This design comes from an exercise in tuning for small area on the open sky130 flow, not from production work. Power and IR drop assume default switching activity.

==> flow/design.v <==
module OverZero
(
	input  [15:0] datain,
	input  [15:0] zero,
	output        flag
);
	assign flag = (datain > zero);
endmodule
module ADS8688
(
input wire rst_n,
input CLK_50M,
output clk_100,
output reg CS,
output wire SCLK,
output reg SDI,
input SDO,
output reg RST,
output reg [15:0] rddat7,rddat6,rddat5,rddat0,rddat4,rddat3,outRMS,
input [11:0] dataAddr,
input RDdata
);
reg [1:0] ph;
wire spi_rise = (ph == 2'd2);
wire spi_fall = (ph == 2'd1);
always @(posedge CLK_50M or negedge rst_n)
	if (!rst_n)
		ph <= 2'd0;
	else if (ph == 2'd2)
		ph <= 2'd0;
	else
		ph <= ph + 2'd1;
assign SCLK = ~CS & (ph != 2'd2);
reg [6:0] cnt;
reg [3:0] order;
reg [15:0] rddat;
wire frame_end = (cnt > 7'd82);
reg [15:0] cmd;
always @(*)
	case (order)
	4'd0:  cmd = 16'h0B00;
	4'd1:  cmd = 16'h1901;
	4'd2:  cmd = 16'h1701;
	4'd3:  cmd = 16'h1501;
	4'd4:  cmd = 16'h0B01;
	4'd5:  cmd = 16'h1301;
	4'd6:  cmd = 16'h1101;
	4'd7:  cmd = 16'hDC00;
	4'd8:  cmd = 16'hD800;
	4'd9:  cmd = 16'hD400;
	4'd10: cmd = 16'hC000;
	4'd11: cmd = 16'hD000;
	4'd12: cmd = 16'hCC00;
	default: cmd = 16'hCC00;
	endcase
always @(posedge CLK_50M or negedge rst_n)
	if (!rst_n) begin
		cnt <= 7'd0;
		CS <= 1'b0;
		RST <= 1'b0;
		order <= 4'd0;
		SDI <= 1'b0;
	end else if (spi_rise) begin
		RST <= 1'b1;
		if (frame_end) begin
			CS <= 1'b1;
			cnt <= 7'd40;
			order <= (order == 4'd12) ? 4'd7 : order + 4'd1;
		end else begin
			CS <= (cnt < 7'd50);
			cnt <= cnt + 7'd1;
		end
		if (cnt >= 7'd50 && cnt <= 7'd65)
			SDI <= cmd[4'd15 - cnt[3:0] + 4'd2];
	end
always @(posedge CLK_50M)
	if (spi_fall && order > 4'd6 && cnt >= 7'd67 && cnt <= 7'd82)
		rddat <= {rddat[14:0], SDO};
always @(posedge CLK_50M or negedge rst_n)
	if (!rst_n) begin
		rddat7 <= 16'd0;
		rddat6 <= 16'd0;
		rddat5 <= 16'd0;
		rddat0 <= 16'd0;
		rddat4 <= 16'd0;
		rddat3 <= 16'd0;
	end else if (spi_rise && frame_end) begin
		if (order == 4'd7)  rddat3 <= rddat;
		if (order == 4'd8)  rddat7 <= rddat;
		if (order == 4'd9)  rddat6 <= rddat;
		if (order == 4'd10) rddat5 <= rddat;
		if (order == 4'd11) rddat0 <= rddat;
		if (order == 4'd12) rddat4 <= rddat;
	end
OverZero OverZero_inst
(
	.datain(rddat6),
	.zero(16'd32768),
	.flag(clk_100)
);
reg cs_d;
always @(posedge CLK_50M or negedge rst_n)
	if (!rst_n)
		cs_d <= 1'b0;
	else
		cs_d <= CS;
wire evt = CS & ~cs_d;
reg r1, r2;
reg [15:0] cnt50;
reg [15:0] max_cnt;
reg pvalid;       
reg accp;         
reg zf;           
wire latch = r1 & ~r2 & (cnt50 > 16'd100);
always @(posedge CLK_50M or negedge rst_n)
	if (!rst_n) begin
		r1 <= 1'b0;
		r2 <= 1'b0;
		cnt50 <= 16'd0;
		pvalid <= 1'b0;
		accp <= 1'b0;
	end else if (evt) begin
		r1 <= clk_100;
		r2 <= r1;
		cnt50 <= latch ? 16'd0 : cnt50 + 16'd1;
		accp <= ~latch;
		if (latch)
			pvalid <= 1'b1;
	end
wire t0 = (cnt[1:0] == 2'd0) && (ph == 2'd0);
wire win = (cnt >= 7'd44) && (cnt <= 7'd67);
wire [2:0] p = cnt[4:2] - 3'd3;    
wire win_end = (cnt == 7'd67) && (ph == 2'd2);
always @(posedge CLK_50M or negedge rst_n)
	if (!rst_n)
		zf <= 1'b1;
	else if (evt && latch)
		zf <= 1'b1;
	else if (win_end && accp)
		zf <= 1'b0;
reg [47:0] ring7, ring6, ring5, ring0, ring4, ring3;
reg [47:0] Power_7, Power_6, Power_5, Power_0, Power_4, Power_3;
reg [15:0] x;
reg [3:0] rsel;
always @(*)
	case (p)
	3'd0: begin x = rddat7; rsel = ring7[3:0]; end
	3'd1: begin x = rddat6; rsel = ring6[3:0]; end
	3'd2: begin x = rddat5; rsel = ring5[3:0]; end
	3'd3: begin x = rddat0; rsel = ring0[3:0]; end
	3'd4: begin x = rddat4; rsel = ring4[3:0]; end
	default: begin x = rddat3; rsel = ring3[3:0]; end
	endcase
wire c = ~x[15];
wire [14:0] v = x[14:0] ^ {15{c}};
reg [3:0] m;
always @(*)
	case ({cnt[1:0], ph})
	4'b0000: m = v[3:0];
	4'b0001: m = v[7:4];
	4'b0010: m = v[11:8];
	4'b0100: m = {1'b0, v[14:12]};
	default: m = 4'd0;
	endcase
reg [15:0] acc;
wire [15:0] acc_in = t0 ? (c ? {v, 1'b1} : 16'd0) : acc;
wire [19:0] pp0 = {5'd0, v & {15{m[0]}}};
wire [19:0] pp1 = {4'd0, v & {15{m[1]}}, 1'b0};
wire [19:0] pp2 = {3'd0, v & {15{m[2]}}, 2'b0};
wire [19:0] pp3 = {2'd0, v & {15{m[3]}}, 3'b0};
wire [19:0] a0 = {4'd0, acc_in};
wire [19:0] s1 = a0 ^ pp0 ^ pp1;
wire [19:0] c1 = {(a0[18:0] & pp0[18:0]) | (a0[18:0] & pp1[18:0]) | (pp0[18:0] & pp1[18:0]), 1'b0};
wire [19:0] s2 = s1 ^ c1 ^ pp2;
wire [19:0] c2 = {(s1[18:0] & c1[18:0]) | (s1[18:0] & pp2[18:0]) | (c1[18:0] & pp2[18:0]), 1'b0};
wire [19:0] s3 = s2 ^ c2 ^ pp3;
wire [19:0] c3 = {(s2[18:0] & c2[18:0]) | (s2[18:0] & pp3[18:0]) | (c2[18:0] & pp3[18:0]), 1'b0};
wire [20:0] rc;
wire [19:0] s;
assign rc[0] = 1'b0;
genvar gi;
generate
	for (gi = 0; gi < 20; gi = gi + 1) begin : g_rca
		assign s[gi] = s3[gi] ^ c3[gi] ^ rc[gi];
		assign rc[gi+1] = (s3[gi] & c3[gi]) | (s3[gi] & rc[gi]) | (c3[gi] & rc[gi]);
	end
endgenerate
always @(posedge CLK_50M)
	acc <= s[19:4];
reg cy;
wire [3:0] rb = zf ? 4'd0 : rsel;
wire [4:0] dc;
wire [4:0] sum;
assign dc[0] = t0 ? 1'b0 : cy;
generate
	for (gi = 0; gi < 4; gi = gi + 1) begin : g_dig
		assign sum[gi] = rb[gi] ^ s[gi] ^ dc[gi];
		assign dc[gi+1] = (rb[gi] & s[gi]) | (rb[gi] & dc[gi]) | (s[gi] & dc[gi]);
	end
endgenerate
assign sum[4] = dc[4];
always @(posedge CLK_50M)
	cy <= sum[4];
wire act = win & accp;
always @(posedge CLK_50M) begin
	ring7 <= {(act && p == 3'd0) ? sum[3:0] : ring7[3:0], ring7[47:4]};
	ring6 <= {(act && p == 3'd1) ? sum[3:0] : ring6[3:0], ring6[47:4]};
	ring5 <= {(act && p == 3'd2) ? sum[3:0] : ring5[3:0], ring5[47:4]};
	ring0 <= {(act && p == 3'd3) ? sum[3:0] : ring0[3:0], ring0[47:4]};
	ring4 <= {(act && p == 3'd4) ? sum[3:0] : ring4[3:0], ring4[47:4]};
	ring3 <= {(act && p == 3'd5) ? sum[3:0] : ring3[3:0], ring3[47:4]};
end
always @(posedge CLK_50M)
	if (evt && latch) begin
		Power_7 <= ring7;
		Power_6 <= ring6;
		Power_5 <= ring5;
		Power_0 <= ring0;
		Power_4 <= ring4;
		Power_3 <= ring3;
		max_cnt <= cnt50;
	end
always @(posedge CLK_50M or negedge rst_n)
	if (!rst_n)
		outRMS <= 16'd0;
	else if (RDdata) begin
		if (!pvalid)
			outRMS <= 16'd0;
		else
			case (dataAddr[7:0])
			8'd0:  outRMS <= Power_7[47:32];
			8'd1:  outRMS <= Power_7[31:16];
			8'd2:  outRMS <= Power_7[15:0];
			8'd3:  outRMS <= Power_6[47:32];
			8'd4:  outRMS <= Power_6[31:16];
			8'd5:  outRMS <= Power_6[15:0];
			8'd6:  outRMS <= Power_5[47:32];
			8'd7:  outRMS <= Power_5[31:16];
			8'd8:  outRMS <= Power_5[15:0];
			8'd9:  outRMS <= Power_0[47:32];
			8'd10: outRMS <= Power_0[31:16];
			8'd11: outRMS <= Power_0[15:0];
			8'd12: outRMS <= Power_4[47:32];
			8'd13: outRMS <= Power_4[31:16];
			8'd14: outRMS <= Power_4[15:0];
			8'd15: outRMS <= Power_3[47:32];
			8'd16: outRMS <= Power_3[31:16];
			8'd17: outRMS <= Power_3[15:0];
			8'd18: outRMS <= max_cnt;
			default: outRMS <= 16'd0;
			endcase
	end
endmodule
Settings: LEC_CHECK=0, CAP_MARGIN=20, CORE_MARGIN=2, CORE_UTILIZATION=78, CTS_BUF_LIST=sky130_fd_sc_hd__clkbuf_8, CTS_CLUSTER_DIAMETER=55, CTS_CLUSTER_SIZE=18, PLACE_DENSITY=0.85, SLEW_MARGIN=20; clock period 10.0 ns.
standard.sh (not shown) runs the stock make flow with config.mk's settings and CLKGATE_MAP_FILE= SYNTH_SCRIPT=/design/flow/synth_recipe.tcl, a recipe that flattens the netlist after the stock synthesis.
==> flow/flow/run.sh <==
#!/bin/bash
# The standard layout (standard.sh), changed in three ways:
#  - synthesis maps the logic with an area-oriented ABC script (flow/area.abc)
#    instead of ORFS's speed script; everything else in synthesis is the standard flow's own
#    synth_recipe.tcl, so the registers are the standard synthesis's;
#  - port buffers are sky130_fd_sc_hd__buf_1 (every port still gets one);
#  - CTS inserts no dummy loads.
# make's output goes to flow.log; ORFS writes each step's log under orfs/logs.
set -euo pipefail
W=$PWD
F=$W/flow
{
  echo "set ::area_abc_script $F/area.abc"
  echo "source $F/abc_proc.tcl"
  cat "$W/synth_recipe.tcl"
} > "$W/area_synth.tcl"
sed -e "s#SYNTH_SCRIPT=[^ ]*#SYNTH_SCRIPT=$W/area_synth.tcl#" "$W/standard.sh" > "$W/area_standard.sh"
grep -q "SYNTH_SCRIPT=$W/area_synth.tcl" "$W/area_standard.sh"
export BUFFER_PORTS_ARGS="-buffer_cell sky130_fd_sc_hd__buf_1"
export CTS_ARGS="-sink_clustering_enable -repair_clock_nets -sink_clustering_size 18 -sink_clustering_max_diameter 55 -buf_list sky130_fd_sc_hd__clkbuf_8 -dont_use_dummy_load"
bash "$W/area_standard.sh" > "$W/flow.log" 2>&1
==> flow/flow/abc_proc.tcl <==
# Point yosys's abc call at the area-oriented script; all other arguments stay.
proc abc {args} {
  set i [lsearch -exact $args -script]
  if {$i >= 0} { lset args [expr {$i + 1}] $::area_abc_script }
  yosys abc {*}$args
}
==> flow/flow/area.abc <==
&get -n
&st
&dch -f
&nf -p -a -R 1000
&put
topo
==> next run, changes <==
--- a/flow/design.v
+++ b/flow/design.v
@@ -175,16 +175,8 @@
 wire [19:0] c2 = {(s1[18:0] & c1[18:0]) | (s1[18:0] & pp2[18:0]) | (c1[18:0] & pp2[18:0]), 1'b0};
 wire [19:0] s3 = s2 ^ c2 ^ pp3;
 wire [19:0] c3 = {(s2[18:0] & c2[18:0]) | (s2[18:0] & pp3[18:0]) | (c2[18:0] & pp3[18:0]), 1'b0};
-wire [20:0] rc;
-wire [19:0] s;
-assign rc[0] = 1'b0;
+wire [19:0] s = s3 + c3;
 genvar gi;
-generate
-	for (gi = 0; gi < 20; gi = gi + 1) begin : g_rca
-		assign s[gi] = s3[gi] ^ c3[gi] ^ rc[gi];
-		assign rc[gi+1] = (s3[gi] & c3[gi]) | (s3[gi] & rc[gi]) | (c3[gi] & rc[gi]);
-	end
-endgenerate
 always @(posedge CLK_50M)
 	acc <= s[19:4];
 reg cy;
=> Design area fell by 1.1%. Worst hold slack loses 0.051 ns. Routed wire length rose by 9.2%. Via count rose by about 4.5%. Sequential power hardly moves.
No functional check of the RTL was part of any run of this note.

port drivers added, routing unchanged:
The results above use ideal ports. As a check the final layouts listed here were re-extracted and re-timed, cells and wires unchanged.
Step 1 assumes that a clkbuf_16 drives the clock port and a buf_2 every other input.
Step 2 adds t to the input delays and takes it off the output delays; t is the mean of the earliest and latest rising clock arrival at the registers after step 1. Input paths then give back, and output paths get back, about the clock's delay inside the block.
Slacks: no drivers / after step 1 / after step 2; pairs: no drivers / after step 1.
run | shift t [ns] | slack for setup (ns) | worst setup path after step 2
the first run | 0.675 | 0.267 / 0.267 / 0.267 | register to register
the second run | 0.682 | 1.689 / 1.689 / 1.689 | register to register
After both steps every run listed still meets setup and hold.
